From an optimization exercise on the open Yosys and OpenROAD flow, aimed at small area and a short achievable clock period; shortcuts taken in it are not production practice.
Only simulation tests tie the RTL to the original design; equivalence was not proved.
Power is estimated from default activity; no workload was simulated.

==> flow/design.v (excerpt) <==
module Main(input clk, input reset,
    output [31:0] io_pc,
    input  [31:0] io_inst,
    output [1023:0] io_debug_regs,
    output [31:0] io_debug_if_inst,
    output [31:0] io_debug_id_inst,
    output [31:0] io_debug_exe_inst,
    output [31:0] io_debug_mem_inst,
    output [31:0] io_debug_wb_inst
);
Size in the first run: about 8000 cells after synthesis, about 1300 I/O pins.
Settings: LEC_CHECK=0, CAP_MARGIN=20, CORE_MARGIN=2, CORE_UTILIZATION=40, CTS_CLUSTER_DIAMETER=80, CTS_CLUSTER_SIZE=24, SETUP_SLACK_MARGIN=5.0, SLEW_MARGIN=20, TNS_END_PERCENT=10; clock period 9.0 ns.
standard.sh (not shown) runs the stock make flow with config.mk's settings and CLKGATE_MAP_FILE= SYNTH_SCRIPT=/design/flow/synth_recipe.tcl, a recipe that flattens the netlist after the stock synthesis.
==> flow/flow/run.sh <==
#!/bin/bash
# The standard layout (the standard.sh, unchanged synthesis), with the
# smallest buffer, sky130_fd_sc_hd__buf_1, on the input and output ports.
# Up to clock tree synthesis the timing repair aims at config.mk's 5 ns of
# setup slack; the repair after global routing aims at 5.2 ns, to leave room
# for what detailed routing loses.  Each run's output goes to its own log.
export BUFFER_PORTS_ARGS="-buffer_cell sky130_fd_sc_hd__buf_1"
bash standard.sh cts > standard_cts.log 2>&1
bash standard.sh SETUP_SLACK_MARGIN=5.2 finish > standard_finish.log 2>&1
The starting point completed with no timing, DRC or antenna violations.
Edit:
==> flow/flow/run.sh (replaced) <==
#!/bin/bash
# The standard layout (the standard.sh, unchanged synthesis), with the
# smallest buffer, sky130_fd_sc_hd__buf_1, on the input and output ports.
# Up to clock tree synthesis the timing repair aims at 4.8 ns of
# setup slack; the repair after global routing aims at 5.3 ns, to leave room
# for what detailed routing loses.  Each run's output goes to its own log.
export BUFFER_PORTS_ARGS="-buffer_cell sky130_fd_sc_hd__buf_1"
bash standard.sh SETUP_SLACK_MARGIN=4.8 cts > standard_cts.log 2>&1
bash standard.sh SETUP_SLACK_MARGIN=5.3 finish > standard_finish.log 2>&1
The changed run produced a clean layout.
Core utilization is higher by 0.30 points.
Power grows by 0.79%.
Sequential share of layout area falls by 0.36 points.
Cell count is about the same.
Routed wire length barely changes.
Synthesized cell count stays the same.
Die area stays the same.
Design area rises by 0.63%.
Register-to-register slack loses 0.13 ns.
Clock skew is lower by 0.014 ns.
Edit:
==> flow/flow/run.sh (replaced) <==
#!/bin/bash
# The standard layout (the standard.sh, unchanged synthesis), with the
# smallest buffer, sky130_fd_sc_hd__buf_1, on the input and output ports.
# Up to clock tree synthesis the timing repair aims at config.mk's 5 ns of
# setup slack; the repair after global routing aims at 5.8 ns, to leave room
# for what detailed routing loses.  Each run's output goes to its own log.
export BUFFER_PORTS_ARGS="-buffer_cell sky130_fd_sc_hd__buf_1"
bash standard.sh cts > standard_cts.log 2>&1
bash standard.sh SETUP_SLACK_MARGIN=5.8 finish > standard_finish.log 2>&1
The changed run produced a clean layout.
Hold slack got worse by 0.012 ns.
Global-route usage rises by 0.14 points.
Clock-buffer cell count shrinks by 9.
Non-clock buffer count went up by 383.
Setup slack gains 0.15 ns.
Cell area goes up by a few percent.
Fmax went up by a few percent.
Routed wire length rises by a few percent.
Edit:
==> flow/flow/run.sh (replaced) <==
#!/bin/bash
# The standard layout (the standard.sh, unchanged synthesis), with the
# smallest buffer, sky130_fd_sc_hd__buf_1, on the input and output ports.
# Up to clock tree synthesis the timing repair aims at 5.3 ns of
# setup slack; the repair after global routing aims at 5.6 ns, to leave room
# for what detailed routing loses.  Each run's output goes to its own log.
export BUFFER_PORTS_ARGS="-buffer_cell sky130_fd_sc_hd__buf_1"
bash standard.sh SETUP_SLACK_MARGIN=5.3 cts > standard_cts.log 2>&1
bash standard.sh SETUP_SLACK_MARGIN=5.6 finish > standard_finish.log 2>&1
Worst setup slack degrades by 0.13 ns. Routed wire length drops slightly. Final cell count is about the same. Non-clock buffer count is lower by 32. Via count fell by a few percent. Cell area fell slightly. Synthesized cell count is unchanged. Register-to-register slack loses 0.13 ns. Global-route usage grows by 0.12 points. Fmax falls by a few percent. Worst hold slack gains 0.013 ns.
Edit:
==> flow/flow/run.sh (replaced) <==
#!/bin/bash
# The standard layout (the standard.sh, unchanged synthesis), with the
# smallest buffer, sky130_fd_sc_hd__buf_1, on the input and output ports.
# Each tool's output goes to standard.log in this folder.
export BUFFER_PORTS_ARGS="-buffer_cell sky130_fd_sc_hd__buf_1"
bash standard.sh > standard.log 2>&1
- CAP_MARGIN: 20 -> 40
- SLEW_MARGIN: 20 -> 40
- TNS_END_PERCENT: 10 -> default
Via count shrinks by 2.3%.
Final area went down by about 5.6%.
Global-route usage stays flat.
Wire length fell by 1.8%.
Sequential power barely changes.
Setup slack is worse by 0.059 ns.
Maximum frequency fell by about 1.4%.
Area after synthesis is unchanged.
Edit:
==> flow/flow/run.sh (replaced) <==
#!/bin/bash
export BUFFER_PORTS_ARGS="-buffer_cell sky130_fd_sc_hd__buf_1"
bash standard.sh SETUP_SLACK_MARGIN=5.3 finish > standard.log 2>&1
- CAP_MARGIN: 40 -> 20
- SLEW_MARGIN: 40 -> 20
- TNS_END_PERCENT: default -> 10
Effect: Cell area grows by 0.90%; setup slack gets better by 0.043 ns; sequential cell count does not change; synthesized area does not change.

[separate check: timing with driven ports]
Ports are ideal in the flow. The routed layouts listed here were re-timed in OpenROAD.
Step 1 (the two cells are an assumption about what drives the block):
set clk [get_ports {clk}]
set_driving_cell -lib_cell sky130_fd_sc_hd__clkbuf_16 $clk
set_driving_cell -lib_cell sky130_fd_sc_hd__buf_2 [delete_from_list [all_inputs] $clk]
Step 2 moves the port delays by t, midway between the first and last clock arrival at a register: inputs arrive t later, outputs are due t later. That takes back most of the time a late clock gives input paths.
Three values: no drivers, after step 1, after step 2; two values: the first two.
| run | t, ns | setup WS [ns] | worst hold slack (ns) | worst setup path after step 2 | pins driven straight from the clock port |
|---|---|---|---|---|---|
| the first run | 0.993 | 4.887 / 4.764 / 4.078 | 0.439 / 0.439 / 0.439 | input to register | 1 |
| the second run | 1.027 | 4.755 / 4.755 / 4.039 | 0.444 / 0.444 / 0.444 | input to register | 1 |
| the third run | 1.002 | 4.905 / 4.905 / 4.129 | 0.432 / 0.432 / 0.432 | input to register | 1 |
| the fourth run | 1.018 | 4.779 / 4.779 / 4.246 | 0.446 / 0.446 / 0.446 | input to register | 1 |
| the fifth run | 1.023 | 4.720 / 4.720 / 3.755 | 0.410 / 0.410 / 0.410 | input to register | 1 |
| the sixth run | 1.012 | 4.763 / 4.763 / 3.979 | 0.449 / 0.449 / 0.449 | input to register | 1 |
After both steps setup and hold are still met in every run listed. For the fifth run, which loses most, drivers alone change the setup slack by 0.000 ns; drivers and shift together by -0.965 ns.
